This design comes from an exercise in tuning for small area and few clock cycles per item on the open sky130 flow, not from production work. Where RTL was checked, it was by simulation tests only, not by an equivalence proof against the original. Function not checked in runs 1 to 4: the RTL went through the layout flow alone. No driver is modelled on the clock port, so clock power and skew are understated where the tree is cut down; a real chip needs a root buffer or a tree. Power figures rest on the tool's default switching activity, not on a simulated workload.

==> design/flow/design.v <==
module IS42S16320D(
  input            ipClk,  
  input            ipReset,
  input      [24:0]ipAddress,
  input      [ 1:0]ipByteEnable,
  output reg       opWaitRequest,
  input      [15:0]ipWriteData,
  input            ipWrite,
  input            ipRead,
  output reg [15:0]opReadData,
  output reg       opReadDataValid,
  output           opCKE,
  output reg       opnCS,
  output reg       opnRAS,
  output reg       opnCAS,
  output reg       opnWE,
  output reg [12:0]opA,
  output reg [ 1:0]opBA,
  output reg [ 1:0]opDQM,
  output reg [15:0]opDQ,
  output reg       opDQ_en,
  input      [15:0]ipDQ
);
assign opCKE = 1'b1;
reg [ 9:0]RefreshCount;
reg [ 4:0]InitCount;     
reg [ 1:0]RasWait;       
reg [ 3:0]BankOpen;
reg [ 3:0]BankCur;       
reg [12:0]RowOpen;
reg [ 3:0]ReadPipe;      
wire Tick     = &RefreshCount;
wire Window   = ~|RefreshCount[9:5] & ~(RefreshCount[4] & |RefreshCount[3:0]);
wire Slot5    = ~|RefreshCount[9:4] & (RefreshCount[3:0] == 4'd5);
wire Slot11   = ~|RefreshCount[9:4] & (RefreshCount[3:0] == 4'd11);
wire Ready    = InitCount[4];
wire InitRef  = InitCount[3] & (InitCount[2] ^ (InitCount[1] & InitCount[0]));
wire InitMRS  = ~InitCount[4] & (&InitCount[3:0]);
wire Active   = InitRef | InitMRS | Ready;
wire Request  = ipRead | ipWrite;
wire [1:0]Bank = ipAddress[11:10];
wire RowHit   = ipAddress[24:12] == RowOpen;
wire AnyOpen  = |BankOpen;
wire BankHit  = BankCur[Bank] & RowHit;
wire Busy     = &RasWait;
wire Serve    = Ready & ~Window & Request & ~Busy;
wire WriteOk  = ~ReadPipe[2] & ~ReadPipe[3] & (~ReadPipe[0] | &ipByteEnable);
wire NeedPre  = Serve & BankOpen[Bank] & ~BankHit;
wire DoRW     = Serve & BankHit & (ipRead | WriteOk);
wire DoAct    = Serve & ~BankOpen[Bank];
wire DoPre    = ((Active & Window & AnyOpen & ~Busy) | NeedPre) & ~|RasWait;
wire [3:0]Stale   = BankOpen & ~BankCur;
wire [1:0]StaleBank = {~Stale[0] & ~Stale[1], ~Stale[0] & (Stale[1] | ~Stale[2])};
wire DoPreS   = Ready & Busy & |Stale;
wire DoPreB   = NeedPre & |RasWait & Stale[Bank];
wire DoRef    = (InitRef | Ready) & (Slot5 | Slot11);
wire DoMRS    = InitMRS & Slot5;
always @(*) begin
  opWaitRequest   = ~DoRW & (Request | ~Ready);
  opReadData      = ipDQ;
  opReadDataValid = ReadPipe[2];
  opnCS  = 1'b0;
  opnRAS = ~(DoAct | DoPre | DoPreB | DoPreS | DoRef | DoMRS);
  opnCAS = ~(DoRW | DoRef | DoMRS);
  opnWE  = ~((DoRW & ipWrite) | DoPre | DoPreB | DoPreS | DoMRS);
  opBA        = DoPreS ? StaleBank : Bank & {2{Ready}};
  opA[12:11]  = ipAddress[24:23] & {2{Ready}};
  opA[10]     = DoPre | (DoAct & ipAddress[22]);
  opA[ 9: 0]  = ~Ready  ? 10'h030 :
                BankHit ? ipAddress[9:0] : ipAddress[21:12];
  opDQ    = ipWriteData;
  opDQM   = ~ipByteEnable & {2{~ReadPipe[0]}};
  opDQ_en = ipWrite & ~ReadPipe[2] & ~ReadPipe[3];
end
always @(posedge ipClk) begin
  if(ipReset) begin
    InitCount    <= 0;
    BankOpen     <= 4'hF;  
  end else begin
    if(Tick & ~Ready) InitCount <= InitCount + 1'b1;
    if(DoPre) begin
      BankOpen <= 4'h0;
      BankCur  <= 4'h0;
    end else if(DoPreB) begin
      BankOpen[Bank] <= 1'b0;
    end else if(DoPreS) begin
      BankOpen[StaleBank] <= 1'b0;
    end else if(DoAct) begin
      BankOpen[Bank] <= 1'b1;
      if(RowHit) BankCur[Bank] <= 1'b1;
      else       BankCur       <= 4'h1 << Bank;
    end
  end
  RefreshCount <= RefreshCount + 1'b1;
  if(DoAct | DoPre | DoPreB) RasWait <= 2'd3;
  else if(DoRW & ipWrite)  RasWait <= 2'd1;
  else if(|RasWait)        RasWait <= RasWait - 1'b1;
  ReadPipe <= {ReadPipe[2:0], DoRW & ipRead};
  if(DoAct) RowOpen <= ipAddress[24:12];
end
endmodule
==> design/flow/flow/run.sh <==
#!/bin/bash
# Standard ORFS layout with these changes:
# - synthesis maps logic with an area-oriented ABC script (flow/abc_area.script);
#   everything else in synthesis is the standard script (registers unchanged);
# - the synthesized logic is set to its smallest drive strengths before
#   floorplan (flow/downsize.tcl); the flow's repair steps size up as needed;
# - port buffers use the smallest buffer;
# - CTS without dummy loads; the clock port drives the leaf clock buffers
#   directly (flow/noroot.tcl).
set -euo pipefail
here=$(cd "$(dirname "$0")" && pwd)
work=$(pwd)
rm -rf "$work/scripts_abc"
cp -r "$FLOW_HOME/scripts" "$work/scripts_abc"
cp "$here/abc_area.script" "$work/scripts_abc/abc_speed.script"
export SCRIPTS_DIR="$work/scripts_abc"
export BUFFER_PORTS_ARGS="-buffer_cell sky130_fd_sc_hd__buf_1"
export PRE_FLOORPLAN_TCL="$here/downsize.tcl"
export CTS_ARGS="-sink_clustering_enable -repair_clock_nets -dont_use_dummy_load -sink_clustering_size 50 -sink_clustering_max_diameter 1000 -sink_clustering_levels 1"
export POST_CTS_TCL="$here/noroot.tcl"
bash standard.sh > standard.log 2>&1
==> design/flow/flow/abc_area.script <==
strash
dch -f
amap
topo
==> design/flow/flow/downsize.tcl <==
# Before floorplan: set every combinational cell to its smallest drive
# strength; the flow's own repair steps size up what timing, slew or
# capacitance then needs.
set n 0
foreach inst [get_cells *] {
  set cell [get_property $inst ref_name]
  if {![regexp {^(sky130_fd_sc_hd__[a-z0-9]+)_([0-9]+)$} $cell -> base drv]} { continue }
  if {[string match "*__df*" $base] || [string match "*__edf*" $base] || [string match "*__sdf*" $base] || [string match "*__dl*" $base] || [string match "*clk*" $base] || [string match "*conb*" $base]} { continue }
  if {$drv <= 1} { continue }
  set lc [get_lib_cells -quiet */${base}_1]
  if {[llength $lc] == 0} { continue }
  if {[get_property [lindex $lc 0] dont_use]} { continue }
  replace_cell $inst [lindex $lc 0]
  incr n
}
puts "downsize.tcl: $n cells set to drive strength 1"
==> design/flow/flow/noroot.tcl <==
set block [ord::get_db_block]
set pnet [$block findNet ipClk]
set its [$pnet getITerms]
if {[llength $its] == 1} {
  set root [[lindex $its 0] getInst]
  set rnet [[$root findITerm X] getNet]
  set loads {}
  set ok 1
  foreach it [$rnet getITerms] {
    set inst [$it getInst]
    if {$inst == $root} { continue }
    if {![string match "sky130_fd_sc_hd__clkbuf_*" [[$inst getMaster] getName]]} { set ok 0 }
    lappend loads $it
  }
  if {$ok && [llength $loads] <= 4} {
    set m4 [[ord::get_db] findMaster sky130_fd_sc_hd__clkbuf_4]
    foreach it $loads {
      $it disconnect
      $it connect $pnet
      # a leaf with at most 10 sinks is driven well enough by clkbuf_4
      set leaf [$it getInst]
      set nsink [expr {[llength [[[$leaf findITerm X] getNet] getITerms]] - 1}]
      if {$nsink <= 10} {
        $leaf swapMaster $m4
      }
      puts "noroot.tcl: [$leaf getName] drives $nsink sinks: [[$leaf getMaster] getName]"
    }
    [lindex $its 0] disconnect
    odb::dbInst_destroy $root
    odb::dbNet_destroy $rnet
    puts "noroot.tcl: removed root buffer; port drives [llength $loads] clock buffers"
  } else {
    puts "noroot.tcl: root kept"
  }
}
==> design/flow/standard.sh <==
#!/bin/bash
# synth_recipe.tcl (not shown) runs the flow's synth.tcl, then flattens the netlist and writes it again
# the make line also repeats each setting of config.mk as NAME=value (left out here)
make -C /OpenROAD-flow-scripts/flow DESIGN_CONFIG=/design/flow/config.mk WORK_HOME=/design/flow/orfs CLKGATE_MAP_FILE= SYNTH_SCRIPT=/design/flow/synth_recipe.tcl "${@:-finish}"
==> design/flow/config.mk <==
export PLATFORM = sky130hd
export DESIGN_NAME = IS42S16320D
export DESIGN_NICKNAME = IS42S16320D
export VERILOG_FILES = /design/flow/design.v
export SDC_FILE = /design/flow/constraint.sdc
export NUM_CORES = 4
export LEC_CHECK = 0
export CAP_MARGIN = 20
export CORE_MARGIN = 2
export CORE_UTILIZATION = 40
export SLEW_MARGIN = 20
==> design/flow/constraint.sdc <==
create_clock -name core_clock -period 10.0 [get_ports {ipClk}]
set_input_delay 2.0000 -clock core_clock [delete_from_list [all_inputs] [get_ports {ipClk}]]
set_output_delay 2.0000 -clock core_clock [all_outputs]
set_load 0.01 [all_outputs]
==> flow_summary.yaml, run 1 <==
drt:
  wirelength_mm: 5.67
  wl_per_cell_um: 14.7
  antenna_left: 0
  dr_total_vias: 2127
  drc: 0
  firstDrtPassIters: 5
  viasPerCell: 5.51
  drtIter0Drc: 149
worst_setup_path:
  crit_type: "in -> out"
  cp_data_required_time_ns: 8.00
  r2r-start: "RowOpen[1]"
  critPathCaptureType: "primary output"
  cp_max_fo: 13
  crit_start: "ipAddress[13]"
  startpoint_type: "primary input"
  critical_path_arrival_ns: 5.74
  ff2ff_path_depth: 14
logic_synthesis:
  syn_inst: 289
  yosys_warnings: 1
  synth_nets: 357
placed_design:
  portBuffers: 53
  place_hpwl_mm: 4.33
  routabilityCongestion: 0.941
  pre_cts_ws_ns: 2.29
finish:
  layout_commonest_cell: "buf_1"
  regArea_sq_mm: 0.00101
  antenna_cells: 0
  layout-drive-gt1-share_pct: 1.91
  fin_nets: 384
  multiInputGateArea_sq_mm: 0.00103
  final_cell_mix: "53 x buf_1, 41 x nor2_1, 37 x clkinv_1"
  fillers: 592
sta:
  final-setup-viol-count: 0
  worst_slack_ns: 2.26
  min_period_ns: 7.74
  whs_ns: 0.331
  fin_worst_skew_ns: 0.0214
  relSlewSlack_pct: 44.7
  fmax_mhz: 129
  rsz0062_at_grt: "false"
  drv_slew: 0
  worst_slew_pin_slew_ns: 0.818
  finalHoldViolCount: 0
  timing.final.crit_share_pct: 77.4
  fin_setup_tns_ns: 0
global_route:
  grt_pass1_vias: 2008
  grt_pass1_wl_mm: 8.90
  grt_max_degree: 16
  grt.overflow.total: 0
  antenna_found_initial: 0
  grtUsageTotal_pct: 17.6
pwr:
  leakage_nw: 0.821
  finalPower_w: 0.000272
  vdd_drop_max_mv: 0.0632
  p_per_area_mw_per_mm2: 107
floorplanning:
  start_util_pct: 41.6
  die-area_sq_mm: 0.00638
  fp-row-count: 27
  die_h_um: 79.9
  io_pins: 120
  fp.coreArea_sq_mm: 0.00554
  die_w_um: 79.9
clock_network:
  clk_pin_slew_ns: 0.07
  cts.sinks: 42
  clk_latency_ns: 0.15
hold_path:
  min_from: "ReadPipe[1]"
  hp-class: "reg -> reg"
  holdPathStages: 0
run_status:
  status: "finished clean"
flow_run:
  drv_cap: 0
-- power breakdown --
group	switching (W)	internal, W	leakage [nW]
registers	0.000000558	0.000179	0.355
logic	0.0000113	0.00000630	0.440
clock network	0.0000426	0.0000322	0.0262
total	0.0000545	0.000217	0.821
-- metrics by stage --
| stage | cells | area [sq um] | utilization [%] |
|---|---|---|---|
| 6_report | 386 | 2530 | 45.6 |
| 2_1_floorplan | 289 | 2300 | - |
| 3_5_place_dp | 382 | 2480 | 44.8 |
| 5_1_grt | 386 | 2530 | 45.6 |
| 3_3_place_gp | 382 | 2480 | 44.8 |
-- final cells by class --
| cell class | instances | share of cell area (%) |
|---|---|---|
| timing repair buffer | 55 | 8.46 |
| clock buffer | 4 | 1.93 |
| multi-input combinational | 176 | 40.6 |
| tap | 72 | 3.56 |
| sequential | 42 | 40.0 |
| inverter | 37 | 5.49 |
-- per-layer routing --
metal	global-route usage, %	wire length, um
met5	0	0
met4	7.29	179
met3	3.85	431
met2	30.3	2540
met1	21.2	2530
-- critical path: stages --
cell and delay [ns]:
buf_1 0.11, or2_0 0.20, a221oi_1 0.27, nand3_1 0.12, nor4bb_1 0.63, o21ai_0 0.21
buf_4 0.24, clkinv_1 0.19, nor3_1 0.09, o21a_1 0.32, nor2_1 0.25, nand2_1 0.12
nor2_1 0.38, clkinv_1 0.20, nor3_1 0.23, buf_1 0.18
-- state kept, by name, indices dropped and copies added, names as in the netlist --
| register | count |
|---|---|
| RasWait | 2 |
| BankOpen | 4 |
| ReadPipe | 4 |
| InitCount | 5 |
| BankCur | 4 |
| RefreshCount | 10 |
| RowOpen | 13 |
-- final timing paths --
kind	end	slack, ns
worst max-delay path	opnRAS	2.26
worst min-delay path	ReadPipe[2]	0.33
worst max register to register	BankOpen[0]	6.10
worst min register to register	ReadPipe[2]	0.33
==> run 2: changes to the inputs <==
--- a/design/flow/design.v
+++ b/design/flow/design.v
@@ -26,7 +26,7 @@
 reg [ 4:0]InitCount;     
 reg [ 1:0]RasWait;       
 reg [ 3:0]BankOpen;
-reg [ 3:0]BankCur;       
+reg [ 3:0]Stale;         
 reg [12:0]RowOpen;
 reg [ 3:0]ReadPipe;      
 wire Tick     = &RefreshCount;
@@ -41,7 +41,7 @@
 wire [1:0]Bank = ipAddress[11:10];
 wire RowHit   = ipAddress[24:12] == RowOpen;
 wire AnyOpen  = |BankOpen;
-wire BankHit  = BankCur[Bank] & RowHit;
+wire BankHit  = BankOpen[Bank] & ~Stale[Bank] & RowHit;
 wire Busy     = &RasWait;
 wire Serve    = Ready & ~Window & Request & ~Busy;
 wire WriteOk  = ~ReadPipe[2] & ~ReadPipe[3] & (~ReadPipe[0] | &ipByteEnable);
@@ -49,10 +49,8 @@
 wire DoRW     = Serve & BankHit & (ipRead | WriteOk);
 wire DoAct    = Serve & ~BankOpen[Bank];
 wire DoPre    = ((Active & Window & AnyOpen & ~Busy) | NeedPre) & ~|RasWait;
-wire [3:0]Stale   = BankOpen & ~BankCur;
 wire [1:0]StaleBank = {~Stale[0] & ~Stale[1], ~Stale[0] & (Stale[1] | ~Stale[2])};
 wire DoPreS   = Ready & Busy & |Stale;
-wire DoPreB   = NeedPre & |RasWait & Stale[Bank];
 wire DoRef    = (InitRef | Ready) & (Slot5 | Slot11);
 wire DoMRS    = InitMRS & Slot5;
 always @(*) begin
@@ -60,9 +58,9 @@
   opReadData      = ipDQ;
   opReadDataValid = ReadPipe[2];
   opnCS  = 1'b0;
-  opnRAS = ~(DoAct | DoPre | DoPreB | DoPreS | DoRef | DoMRS);
+  opnRAS = ~(DoAct | DoPre | DoPreS | DoRef | DoMRS);
   opnCAS = ~(DoRW | DoRef | DoMRS);
-  opnWE  = ~((DoRW & ipWrite) | DoPre | DoPreB | DoPreS | DoMRS);
+  opnWE  = ~((DoRW & ipWrite) | DoPre | DoPreS | DoMRS);
   opBA        = DoPreS ? StaleBank : Bank & {2{Ready}};
   opA[12:11]  = ipAddress[24:23] & {2{Ready}};
   opA[10]     = DoPre | (DoAct & ipAddress[22]);
@@ -80,19 +78,17 @@
     if(Tick & ~Ready) InitCount <= InitCount + 1'b1;
     if(DoPre) begin
       BankOpen <= 4'h0;
-      BankCur  <= 4'h0;
-    end else if(DoPreB) begin
-      BankOpen[Bank] <= 1'b0;
+      Stale    <= 4'h0;
     end else if(DoPreS) begin
       BankOpen[StaleBank] <= 1'b0;
+      Stale[StaleBank]    <= 1'b0;
     end else if(DoAct) begin
       BankOpen[Bank] <= 1'b1;
-      if(RowHit) BankCur[Bank] <= 1'b1;
-      else       BankCur       <= 4'h1 << Bank;
+      if(~RowHit) Stale <= BankOpen;
     end
   end
   RefreshCount <= RefreshCount + 1'b1;
-  if(DoAct | DoPre | DoPreB) RasWait <= 2'd3;
+  if(DoAct | DoPre)        RasWait <= 2'd3;
   else if(DoRW & ipWrite)  RasWait <= 2'd1;
   else if(|RasWait)        RasWait <= RasWait - 1'b1;
   ReadPipe <= {ReadPipe[2:0], DoRW & ipRead};
==> flow_summary.yaml, run 2 <==
worst_setup_path:
  critical_path_arrival_ns: 4.94
  cp_max_fo: 13
  crit_type: "in -> out"
  cp_data_required_time_ns: 8.00
  startpoint_type: "primary input"
  critPathCaptureType: "primary output"
sta:
  fin_worst_skew_ns: 0.0235
  worst_slew_pin_slew_ns: 0.876
  min_period_ns: 6.94
  fin_setup_tns_ns: 0
  final-setup-viol-count: 0
  rsz0062_at_grt: "false"
  fmax_mhz: 144
  timing.final.crit_share_pct: 69.4
  finalHoldViolCount: 0
  drv_slew: 0
  relSlewSlack_pct: 41.1
floorplanning:
  die_w_um: 78.7
  die_h_um: 78.7
  fp.coreArea_sq_mm: 0.00544
  start_util_pct: 41.0
  io_pins: 120
  die-area_sq_mm: 0.00619
  fp-row-count: 27
global_route:
  grt_pass1_vias: 1776
  grt.overflow.total: 0
  grtUsageTotal_pct: 16.6
  antenna_found_initial: 0
  grt_max_degree: 17
  grt_pass1_wl_mm: 8.19
pwr:
  finalPower_w: 0.000303
  switching_power_w: 0.0000767
  p_int_w: 0.000226
  p_seq_share_pct: 63.3
  p_clk_share_pct: 21.5
  vdd_drop_max_mv: 0.0605
  p_per_area_mw_per_mm2: 123
  comb_power_share_pct: 15.2
  leakage_nw: 0.787
  switching_share_pct: 25.4
drt:
  wl_per_cell_um: 13.7
  drtIter0Drc: 200
  drc: 0
  dr_total_vias: 1932
  antenna_left: 0
  viasPerCell: 5.21
  firstDrtPassIters: 4
  wirelength_mm: 5.08
finish:
  largest_reg_flops: 13
  fin_nets: 369
  antenna_cells: 0
  layout-drive-gt1-share_pct: 2.34
  fillers: 548
  top_regs: "RowOpen x13, RefreshCount x10, InitCount x5"
  largest_register: "RowOpen"
  layout_commonest_cell: "buf_1"
  final_cell_mix: "53 x buf_1, 42 x clkinv_1, 31 x nor2_1"
logic_synthesis:
  synth_nets: 341
  yosys_warnings: 1
  syn_inst: 273
run_status:
  status: "finished clean"
placed_design:
  routabilityCongestion: 0.856
  place_hpwl_mm: 4.03
  portBuffers: 53
clock_network:
  cts.sinks: 42
  clk_latency_ns: 0.17
  clk_pin_slew_ns: 0.09
hold_path:
  hp-class: "reg -> reg"
flow_run:
  drv_cap: 0
run 2: layout make-up:
cell class / instances / area, sq um / area share [%]
Multi-Input combinational cell: 155 / 936 / 38.2
Tap cell: 72 / 90.1 / 3.67
Sequential cell: 42 / 1010 / 41.2
Inverter: 42 / 158 / 6.43
Clock buffer: 4 / 36.3 / 1.48
Timing Repair Buffer: 56 / 221 / 9.03
run 2: power groups by stage:
stage | logic, W | clock network, W | registers, W
floorplan | 0.0000369 | 0 | 0.000193
global placement | 0.0000456 | 0 | 0.000195
detailed placement | 0.0000458 | 0 | 0.000195
global route | 0.0000517 | 0.0000747 | 0.000193
finish | 0.0000459 | 0.0000652 | 0.000192
run 2: stage by stage:
step                      hold WS (ns)  utilization [%]  cell area [sq um]  setup WS (ns)  instances
after floorplan                  0.310                -               2230           3.33        273
after global placement           0.310             44.4               2420           3.22        367
after detailed placement         0.313             44.4               2420           3.17        367
after global routing             0.352             45.1               2450           2.74        371
final                            0.333             45.1               2450           3.06        371
run 2: layer usage:
metal	wire length (um)	track usage (%)
met4	115	6.32
met2	2250	27.5
met1	2360	21.4
met3	358	3.07
met5	0	0
run 2: critical path, cell delays in order:
cell and delay, ns:
buf_1 0.21, clkinv_1 0.19, nand2_1 0.08, o21ai_0 0.08, a222oi_1 0.30, nor3b_1 0.23
buf_4 0.20, clkinv_1 0.33, a21oi_1 0.24, nor3_1 0.13, or2_0 0.26, nor2_1 0.14
clkinv_1 0.19, nor2_1 0.18, buf_1 0.17
run 2: final timing paths:
check	from	to	slack, ns	cells after the start
setup / recovery	ipAddress[10]	opnRAS	3.06	15
hold / removal	ReadPipe[1]	ReadPipe[2]	0.33	0
setup reg to reg	BankOpen[2]	Stale[2]	6.70	11
hold reg to reg	ReadPipe[1]	ReadPipe[2]	0.33	0
==> run 3: changes to the inputs <==
--- a/design/flow/design.v
+++ b/design/flow/design.v
@@ -26,10 +26,10 @@
 reg [ 4:0]InitCount;     
 reg [ 1:0]RasWait;       
 reg [ 3:0]BankOpen;
-reg [ 3:0]Stale;         
+reg [ 3:0]BankCur;       
 reg [12:0]RowOpen;
 reg [ 3:0]ReadPipe;      
-wire Tick     = &RefreshCount;
+wire Tick     = ~RefreshCount[9] & (&RefreshCount[8:0]);
 wire Window   = ~|RefreshCount[9:5] & ~(RefreshCount[4] & |RefreshCount[3:0]);
 wire Slot5    = ~|RefreshCount[9:4] & (RefreshCount[3:0] == 4'd5);
 wire Slot11   = ~|RefreshCount[9:4] & (RefreshCount[3:0] == 4'd11);
@@ -41,14 +41,15 @@
 wire [1:0]Bank = ipAddress[11:10];
 wire RowHit   = ipAddress[24:12] == RowOpen;
 wire AnyOpen  = |BankOpen;
-wire BankHit  = BankOpen[Bank] & ~Stale[Bank] & RowHit;
+wire BankHit  = BankCur[Bank] & RowHit;
 wire Busy     = &RasWait;
 wire Serve    = Ready & ~Window & Request & ~Busy;
 wire WriteOk  = ~ReadPipe[2] & ~ReadPipe[3] & (~ReadPipe[0] | &ipByteEnable);
 wire NeedPre  = Serve & BankOpen[Bank] & ~BankHit;
 wire DoRW     = Serve & BankHit & (ipRead | WriteOk);
 wire DoAct    = Serve & ~BankOpen[Bank];
-wire DoPre    = ((Active & Window & AnyOpen & ~Busy) | NeedPre) & ~|RasWait;
+wire DoPre    = ((Active & Window & AnyOpen) | NeedPre) & ~|RasWait;
+wire [3:0]Stale   = BankOpen & ~BankCur;
 wire [1:0]StaleBank = {~Stale[0] & ~Stale[1], ~Stale[0] & (Stale[1] | ~Stale[2])};
 wire DoPreS   = Ready & Busy & |Stale;
 wire DoRef    = (InitRef | Ready) & (Slot5 | Slot11);
@@ -63,9 +64,9 @@
   opnWE  = ~((DoRW & ipWrite) | DoPre | DoPreS | DoMRS);
   opBA        = DoPreS ? StaleBank : Bank & {2{Ready}};
   opA[12:11]  = ipAddress[24:23] & {2{Ready}};
-  opA[10]     = DoPre | (DoAct & ipAddress[22]);
-  opA[ 9: 0]  = ~Ready  ? 10'h030 :
-                BankHit ? ipAddress[9:0] : ipAddress[21:12];
+  opA[10]     = DoPre | (Ready & ~BankOpen[Bank] & ipAddress[22]);
+  opA[ 9: 0]  = ~Ready         ? 10'h030 :
+                BankOpen[Bank] ? ipAddress[9:0] : ipAddress[21:12];
   opDQ    = ipWriteData;
   opDQM   = ~ipByteEnable & {2{~ReadPipe[0]}};
   opDQ_en = ipWrite & ~ReadPipe[2] & ~ReadPipe[3];
@@ -78,13 +79,13 @@
     if(Tick & ~Ready) InitCount <= InitCount + 1'b1;
     if(DoPre) begin
       BankOpen <= 4'h0;
-      Stale    <= 4'h0;
+      BankCur  <= 4'h0;
     end else if(DoPreS) begin
       BankOpen[StaleBank] <= 1'b0;
-      Stale[StaleBank]    <= 1'b0;
     end else if(DoAct) begin
       BankOpen[Bank] <= 1'b1;
-      if(~RowHit) Stale <= BankOpen;
+      if(RowHit) BankCur[Bank] <= 1'b1;
+      else       BankCur       <= 4'h1 << Bank;
     end
   end
   RefreshCount <= RefreshCount + 1'b1;
==> flow_summary.yaml, run 3 <==
run_status:
  status: "finished clean"
pwr:
  leakage_nw: 0.824
  p_per_area_mw_per_mm2: 107
  vdd_drop_max_mv: 0.0608
  finalPower_w: 0.000264
worst_setup_path:
  startpoint_type: "primary input"
  cp_data_required_time_ns: 8.00
  reg2reg_setup_slack_ns: 7.05
  critical_path_arrival_ns: 4.26
  r2r-start: "RefreshCount[0]"
  worstSetupEndpoint: "opnWE"
  slowest_stage: "a2111oi_0"
  reg2reg_to: "InitCount[3]"
  max_stage_delay_ns: 0.43
  crit_start: "ipAddress[13]"
  critPathCaptureType: "primary output"
  crit_path_cell_trace: "buf_1, or2_0, a221o_1, nor3_1, and4_1, nand2_1, a21oi_1, nor3_1, buf_4, a2111oi_0, buf_1"
  crit_type: "in -> out"
  cp_max_fo: 12
  ff2ff_path_depth: 12
sta:
  relSlewSlack_pct: 60.2
  fmax_mhz: 160
  timing.final.crit_share_pct: 62.6
  finalHoldViolCount: 0
  min_period_ns: 6.26
  fin_setup_tns_ns: 0
  rsz0062_at_grt: "false"
  drv_slew: 0
  worst_slew_pin_slew_ns: 0.597
  whs_ns: 0.334
  final-setup-viol-count: 0
  fin_worst_skew_ns: 0.0176
finish:
  layout-drive-gt1-share_pct: 2.67
  largest_register: "RowOpen"
  regArea_sq_mm: 0.00101
  final_util_pct: 45.2
  multiInputGateArea_sq_um: 968
  fillers: 549
  final_cell_mix: "53 x buf_1, 44 x nor2_1, 36 x clkinv_1"
  largest_reg_flops: 13
  fin_nets: 371
  antenna_cells: 0
  layout_commonest_cell: "buf_1"
  top_regs: "RowOpen x13, RefreshCount x10, InitCount x5"
floorplanning:
  start_util_pct: 41.0
  die-area_sq_mm: 0.00622
  die_h_um: 78.9
  io_pins: 120
  die_w_um: 78.9
  fp-row-count: 27
  fp.coreArea_sq_mm: 0.00547
drt:
  drc: 0
  antenna_left: 0
  wl_per_cell_um: 13.3
  wirelength_mm: 4.93
  dr_total_vias: 1926
  drtIter0Drc: 102
  viasPerCell: 5.18
  firstDrtPassIters: 5
global_route:
  grt.overflow.total: 0
  antenna_found_initial: 0
  grt_pass1_vias: 1759
  grtUsageTotal_pct: 15.8
  grt_pass1_wl_mm: 7.92
  grt_max_degree: 17
logic_synthesis:
  syn_inst: 273
  synth_nets: 342
  yosys_warnings: 1
placed_design:
  place_hpwl_mm: 3.69
  routabilityCongestion: 0.862
  portBuffers: 53
clock_network:
  cts.sinks: 42
  clk_pin_slew_ns: 0.09
  clk_latency_ns: 0.15
flow_run:
  drv_cap: 0
hold_path:
  hp-class: "reg -> reg"
## run 3: area by class of cell
cell class / count / share of cell area (%)
Timing Repair Buffer: 57 / 9.25
Sequential cell: 42 / 40.8
Inverter: 36 / 5.46
Clock buffer: 4 / 1.72
Multi-Input combinational cell: 161 / 39.1
Tap cell: 72 / 3.64
## run 3: stage by stage
step / cell area (sq um) / std cells / setup WS [ns]
2_1_floorplan: 2240 / 273 / 3.29
3_3_place_gp: 2430 / 368 / 3.79
3_5_place_dp: 2430 / 368 / 3.79
5_1_grt: 2480 / 372 / 3.64
6_report: 2480 / 372 / 3.74
## run 3: worst max-delay path: cells and delay by family
kind | cells | cell delay, ns
AO/OA/AOI/OAI | 3 | 0.89
AND/OR/NAND/NOR | 5 | 0.88
buffers and inverters | 3 | 0.50
## run 3: power by group
group	internal, W	switching (W)	total (W)	leakage [nW]
Sequential	0.000178	0.00000000000000000257	0.000178	0.355
Clock	0.0000279	0.0000406	0.0000685	0.0236
Combinational	0.00000616	0.0000122	0.0000184	0.445
Total	0.000212	0.0000528	0.000264	0.824
## run 3: worst min path at each step
stage | startpoint | to | slack, ns | cells after the start
6_report | ReadPipe[1] | ReadPipe[2] | 0.33 | 0
5_1_grt | ReadPipe[1] | ReadPipe[2] | 0.34 | 0
3_5_place_dp | ReadPipe[1] | ReadPipe[2] | 0.31 | 0
3_3_place_gp | ReadPipe[1] | ReadPipe[2] | 0.31 | 0
2_1_floorplan | ReadPipe[1] | ReadPipe[2] | 0.31 | 0
## run 3: layer usage
layer  track usage (%)  wire, um
met1              21.0      2320
met2              24.9      2120
met3              4.20       415
met4              5.69        81
met5                 0         0
==> run 4: changes to the inputs <==
--- a/design/flow/design.v
+++ b/design/flow/design.v
@@ -64,7 +64,7 @@
   opnWE  = ~((DoRW & ipWrite) | DoPre | DoPreS | DoMRS);
   opBA        = DoPreS ? StaleBank : Bank & {2{Ready}};
   opA[12:11]  = ipAddress[24:23] & {2{Ready}};
-  opA[10]     = DoPre | (Ready & ~BankOpen[Bank] & ipAddress[22]);
+  opA[10]     = DoPre | (DoAct & ipAddress[22]);
   opA[ 9: 0]  = ~Ready         ? 10'h030 :
                 BankOpen[Bank] ? ipAddress[9:0] : ipAddress[21:12];
   opDQ    = ipWriteData;
==> flow_summary.yaml, run 4 <==
run_status:
  status: "finished clean"
logic_synthesis:
  synth_nets: 340
  yosys_warnings: 1
  syn_inst: 271
finish:
  top_regs: "RowOpen x13, RefreshCount x10, InitCount x5"
  antenna_cells: 0
  layout-drive-gt1-share_pct: 2.69
  largest_register: "RowOpen"
  largest_reg_flops: 13
  layout_commonest_cell: "buf_1"
  final_cell_mix: "53 x buf_1, 38 x clkinv_1, 37 x nor2_1"
  fin_nets: 368
  final_design_area_no_fill_sq_mm: 0.00247
  fillers: 559
drt:
  wirelength_mm: 5.03
  drtIter0Drc: 73
  antenna_left: 0
  viasPerCell: 5.30
  wl_per_cell_um: 13.6
  dr_total_vias: 1957
  drc: 0
  firstDrtPassIters: 4
worst_setup_path:
  crit_buf_inv: 2
  crit_top_cell: "nor2_1"
  critPathCaptureType: "primary output"
  critical_path_arrival_ns: 4.59
  crit_type: "in -> out"
  startpoint_type: "primary input"
  cp_max_fo: 11
  slowest_stage: "nor4_1"
  cp_data_required_time_ns: 8.00
  ff2ff_path_depth: 12
  max_stage_delay_ns: 0.74
  crit_path_cell_trace: "buf_1, nor2_1, a21oi_1, a221oi_1, o2111ai_1, nor4_1, nand2_1, a21oi_1, nor3_2, nor2_1, nand2_1, nor2_1, buf_1"
  reg2reg_setup_slack_ns: 6.92
  worst-path-stages: 13
  cpLargestDelayFamily: "simple AND/OR/NAND/NOR gates"
floorplanning:
  die_h_um: 78.8
  fp.coreArea_sq_mm: 0.00544
  die_w_um: 78.8
  fp-row-count: 27
  die-area_sq_mm: 0.00621
  start_util_pct: 41.1
  io_pins: 120
placed_design:
  portBuffers: 53
  place_hpwl_mm: 3.89
  placed_cell_area_sq_mm: 0.00242
  routabilityCongestion: 0.944
global_route:
  antenna_found_initial: 0
  grt.overflow.total: 0
  grt_pass1_wl_mm: 7.93
  grtUsageTotal_pct: 16.0
  grt_pass1_vias: 1713
  grt_max_degree: 16
pwr:
  p_per_area_mw_per_mm2: 108
  vdd_drop_max_mv: 0.0695
  leakage_nw: 0.837
sta:
  fmax_mhz: 152
  timing.final.crit_share_pct: 65.9
  fin_setup_tns_ns: 0
  fin_worst_skew_ns: 0.0347
  drv_slew: 0
  relSlewSlack_pct: 41.3
  final-setup-viol-count: 0
  rsz0062_at_grt: "false"
  min_period_ns: 6.59
  worst_slew_pin_slew_ns: 0.873
  finalHoldViolCount: 0
flow_run:
  drv_cap: 0
clock_network:
  clk_pin_slew_ns: 0.11
  clk_latency_ns: 0.17
  cts.sinks: 42
hold_path:
  holdPathStages: 0
  hp-class: "reg -> reg"
==> run 4: final timing paths <==
| kind | startpoint | to |
|---|---|---|
| worst max-delay path | ipAddress[23] | opnRAS |
| worst min-delay path | ReadPipe[1] | ReadPipe[2] |
| worst max register to register | RowOpen[11] | BankOpen[0] |
| worst min register to register | ReadPipe[1] | ReadPipe[2] |
==> run 4: layout make-up <==
class                           instances  area, sq um  share of cell area [%]
Inverter                               38          143                    5.78
Timing Repair Buffer                   56          221                    8.97
Sequential cell                        42         1010                    41.0
Multi-Input combinational cell        157          961                    38.9
Clock buffer                            4         42.5                    1.72
Tap cell                               72         90.1                    3.65
==> run 4: worst register-to-register path, cell delays in order (launching register included) <==
cell and delay [ns]:
edfxtp_1 0.40, nor2_1 0.11, a21oi_1 0.04, a221oi_1 0.21
o2111ai_1 0.14, nor4_1 0.74, nand2_1 0.17, a21oi_1 0.22
nor3_2 0.14, nor2_1 0.18, nand2_1 0.21, o311ai_0 0.18
o221ai_1 0.16
==> run 4: metal layers <==
layer | GRT usage [%] | vias up | wire (um)
li1 | - | 990 | -
met1 | 22.2 | 873 | 2440
met2 | 25.2 | 90 | 2170
met3 | 3.41 | 4 | 373
met4 | 4.91 | 0 | 55
met5 | 0 | - | 0
==> run 4: metrics by stage <==
stage,utilization [%],cells,worst slack (ns),total power [W],hold slack [ns]
floorplan,-,271,3.15,0.000198,0.310
global placement,44.5,365,3.41,0.000199,0.311
detailed placement,44.5,365,3.31,0.000200,0.314
global route,45.4,369,3.01,0.000278,0.355
finish,45.4,369,3.41,0.000267,0.338
==> run 4: power breakdown <==
part                    switching (W)  total [W]  internal (W)  leakage, nW
sequential     0.00000000000000000217   0.000178      0.000178        0.355
clock                       0.0000428  0.0000707     0.0000279       0.0236
combinational               0.0000122  0.0000183    0.00000610        0.459
==> run 5: changes to the inputs <==
--- a/design/flow/design.v
+++ b/design/flow/design.v
@@ -29,7 +29,7 @@
 reg [ 3:0]BankCur;       
 reg [12:0]RowOpen;
 reg [ 3:0]ReadPipe;      
-wire Tick     = ~RefreshCount[9] & (&RefreshCount[8:0]);
+wire Tick     = &RefreshCount;
 wire Window   = ~|RefreshCount[9:5] & ~(RefreshCount[4] & |RefreshCount[3:0]);
 wire Slot5    = ~|RefreshCount[9:4] & (RefreshCount[3:0] == 4'd5);
 wire Slot11   = ~|RefreshCount[9:4] & (RefreshCount[3:0] == 4'd11);
@@ -48,7 +48,7 @@
 wire NeedPre  = Serve & BankOpen[Bank] & ~BankHit;
 wire DoRW     = Serve & BankHit & (ipRead | WriteOk);
 wire DoAct    = Serve & ~BankOpen[Bank];
-wire DoPre    = ((Active & Window & AnyOpen) | NeedPre) & ~|RasWait;
+wire DoPre    = ((Active & Window & AnyOpen & ~Busy) | NeedPre) & ~|RasWait;
 wire [3:0]Stale   = BankOpen & ~BankCur;
 wire [1:0]StaleBank = {~Stale[0] & ~Stale[1], ~Stale[0] & (Stale[1] | ~Stale[2])};
 wire DoPreS   = Ready & Busy & |Stale;
@@ -65,8 +65,8 @@
   opBA        = DoPreS ? StaleBank : Bank & {2{Ready}};
   opA[12:11]  = ipAddress[24:23] & {2{Ready}};
   opA[10]     = DoPre | (DoAct & ipAddress[22]);
-  opA[ 9: 0]  = ~Ready         ? 10'h030 :
-                BankOpen[Bank] ? ipAddress[9:0] : ipAddress[21:12];
+  opA[ 9: 0]  = ~Ready  ? 10'h030 :
+                BankHit ? ipAddress[9:0] : ipAddress[21:12];
   opDQ    = ipWriteData;
   opDQM   = ~ipByteEnable & {2{~ReadPipe[0]}};
   opDQ_en = ipWrite & ~ReadPipe[2] & ~ReadPipe[3];
==> design/flow/run.sh (new file) <==
#!/bin/bash
# synth_recipe.tcl (not shown) runs the flow's synth.tcl, then flattens the netlist and writes it again
# the make line also repeats each setting of config.mk as NAME=value (left out here)
make -C /OpenROAD-flow-scripts/flow DESIGN_CONFIG=/design/flow/config.mk WORK_HOME=/design/flow/orfs CLKGATE_MAP_FILE= SYNTH_SCRIPT=/design/flow/synth_recipe.tcl finish
removed: design/flow/flow/run.sh
removed: design/flow/flow/abc_area.script
removed: design/flow/flow/downsize.tcl
removed: design/flow/flow/noroot.tcl
removed: design/flow/standard.sh
==> flow_summary.yaml, run 5 <==
run_status:
  status: "finished clean"
floorplanning:
  die_h_um: 82.6
  die_w_um: 82.6
  die-area_sq_mm: 0.00682
  fp.coreArea_sq_mm: 0.00596
  io_pins: 120
  start_util_pct: 41.5
  fp-row-count: 28
logic_synthesis:
  synth_top_area_share_pct: 20.7
  avgSynthCellArea_sq_um: 9.46
  synth_area_sq_mm: 0.00247
  synth_area_leaders: "edfxtp_1 21%, dfxtp_1 20%, buf_4 10%"
  yosys_warnings: 1
  synth-main-ff-cell: "dfxtp_1"
  synth_most_common_cell: "buf_4"
  netlist-cell-type-count: 48
  synth_nets: 329
  synth_top_cell_by_area: "edfxtp_1"
  async_reset_ff_share_pct: 0
  synth_edf_count: 17
  syn_inst: 261
  yosysSeqAreaShare_pct: 40.9
  synth-seq-cells: 42
  yosys-top-cells-count: "34 x buf_4, 33 x nor2_1, 25 x dfxtp_1"
finish:
  final_cell_mix: "53 x clkdlybuf4s50_1, 33 x nor2_1, 25 x dfxtp_1"
  fin_nets: 347
  largest_register: "RowOpen"
  layout-drive-gt1-share_pct: 5.71
  top_regs: "RowOpen x13, RefreshCount x10, InitCount x5"
  largest_reg_flops: 13
  syn_to_final_growth_pct: 17.7
  antenna_cells: 0
  layout_commonest_cell: "clkdlybuf4s50_1"
worst_setup_path:
  crit_top_cell: "clkdlybuf4s50_1"
  critical_path_arrival_ns: 5.16
  slowest_stage: "and3b_1"
  startpoint_type: "primary input"
  reg2reg_setup_slack_ns: 7.29
  crit_type: "in -> out"
  crit_path_cell_trace: "clkdlybuf4s50_1, xnor2_1, nand2_1, nor4_1, and3b_1, o32ai_2, buf_4, nor4bb_1, clkdlybuf4s50_1"
  critPathCaptureType: "primary output"
  cp_data_required_time_ns: 8.00
  cp_max_fo: 14
  max_stage_delay_ns: 0.76
sta:
  drv_slew: 0
  fmax_mhz: 140
  min_period_ns: 7.16
  fin_worst_skew_ns: 0.00591
  whs_ns: 0.331
  finalHoldViolCount: 0
  worst_slew_pin_slew_ns: 0.791
  relSlewSlack_pct: 47.3
  timing.final.crit_share_pct: 71.6
  rsz0062_at_grt: "false"
  fin_setup_tns_ns: 0
  final-setup-viol-count: 0
global_route:
  grt_max_degree: 20
  grtUsageTotal_pct: 14.9
  top_usage_layer: "met2"
  use_met2_pct: 23.8
  grt_util_met1_pct: 18.9
  grt_pass1_vias: 1593
  grt.overflow.total: 0
  antenna_found_initial: 0
  grt_pass1_wl_mm: 7.53
  gr-usage-met3_pct: 4.24
clock_network:
  numCtsBuffers: 5
  cts_tree: "done"
  clk_pin_slew_ns: 0.08
  cts.sinks: 42
  hold_buffers: 0
  post_cts_buffers: 0
  clk_latency_ns: 0.30
  cts_resized: 0
  clockRootBuffer: "clkbuf_8"
  cts_buffer_depth: 2
  h-tree-depth: 2
drt:
  antenna_left: 0
  dr_total_vias: 1793
  drc: 0
  viasPerCell: 5.05
  firstDrtPassIters: 4
  drtIter0Drc: 53
  wirelength_mm: 5.07
  wl_per_cell_um: 14.3
placed_design:
  portBuffers: 53
  routabilityCongestion: 0.749
  place_hpwl_mm: 3.73
pwr:
  leakage_nw: 1.12
  vdd_drop_max_mv: 0.0816
  p_per_area_mw_per_mm2: 132
hold_path:
  hp-class: "reg -> reg"
flow_run:
  drv_cap: 0
-- run 5: stage by stage --
step	setup WS [ns]	area, sq um	instances	utilization (%)	total power (W)
floorplan	4.49	2470	261	-	0.000246
global placement	2.90	2800	347	47.1	0.000264
detailed placement	2.79	2800	347	47.1	0.000264
CTS	2.79	2910	355	48.8	0.000388
global route	2.59	2910	355	48.8	0.000404
finish	2.84	2910	355	48.8	0.000384
-- run 5: power by group --
group | total, W | internal, W | switching (W)
clock network | 0.000123 | 0.0000635 | 0.0000600
logic | 0.0000652 | 0.0000366 | 0.0000285
registers | 0.000195 | 0.000186 | 0.00000939
total | 0.000384 | 0.000286 | 0.0000980
-- run 5: cell families after synthesis --
kind of cell | Yosys count | share of synthesized area (%)
XOR/XNOR | 25 | 8.87
buffers and inverters | 51 | 13.5
multiplexers | 14 | 6.69
flip-flops | 42 | 40.9
AO/OA/AOI/OAI | 33 | 9.12
other | 2 | 0.304
adder cells (fa/ha/maj) | 5 | 2.53
AND/OR/NAND/NOR | 89 | 18.1
-- run 5: metal layers --
metal	wire length, um	up-vias
met1	2340	833
met2	2240	53
met5	0	-
li1	-	898
met3	410	9
met4	75	0
-- run 5: path summary, 6_finish.rpt --
kind / startpoint / end / cells after the start
worst max register to register: RowOpen[8] / BankCur[1] / 7
worst max-delay path: ipAddress[20] / opnWE / 9
worst min-delay path: ReadPipe[1] / ReadPipe[2] / 0
worst min register to register: ReadPipe[1] / ReadPipe[2] / 0
-- run 5: area by class of cell --
class	count	area, sq um
clock buffer	6	93.8
clock inverter	2	10.0
fill	572	3050
inverter	7	26.3
multi-input combinational	168	1130
sequential	42	1010
tap	75	93.8
timing repair buffer	55	546
-- run 5: worst max-delay path, delay by kind of cell --
kind / cells / cell delay, ns
XOR/XNOR: 1 / 0.13
AND/OR/NAND/NOR: 4 / 1.54
AO/OA/AOI/OAI: 1 / 0.16
buffers and inverters: 3 / 1.33
Testbench counts of run 5, summed over its fixed seeds: cycles 61,009, items 24,000.

port drivers added, routing unchanged:
The results above use ideal ports. As a check the final layouts listed here were re-extracted and re-timed, cells and wires unchanged.
Step 1 assumes that a clkbuf_16 drives the clock port and a buf_2 every other input.
Step 2 moves the port delays by t, midway between the first and last clock arrival at a register: inputs arrive t later, outputs are due t later. That takes back most of the time a late clock gives input paths.
Slacks: ideal ports / drivers / drivers and shift; pairs: ideal ports / drivers.
| run | shift t [ns] | setup slack, ns | worst setup path at the end | slew at the worst register clock pin (ns) | worst data-port slew with drivers (ns) |
|---|---|---|---|---|---|
| run 1 | 0.195 | 2.264 / 2.242 / 2.242 | input to output | 0.09 / 0.09 | 0.08 |
| run 2 | 0.197 | 3.056 / 3.021 / 3.021 | input to output | 0.11 / 0.11 | 0.08 |
| run 3 | 0.193 | 3.738 / 3.718 / 3.718 | input to output | 0.09 / 0.09 | 0.07 |
| run 4 | 0.199 | 3.413 / 3.393 / 3.393 | input to output | 0.11 / 0.11 | 0.07 |
| run 5 | 0.325 | 2.844 / 2.818 / 2.818 | input to output | 0.08 / 0.08 | 0.07 |
After both steps every run listed still meets setup and hold. For run 2, which loses most, drivers alone change the setup slack by -0.035 ns; drivers and shift together by -0.035 ns.
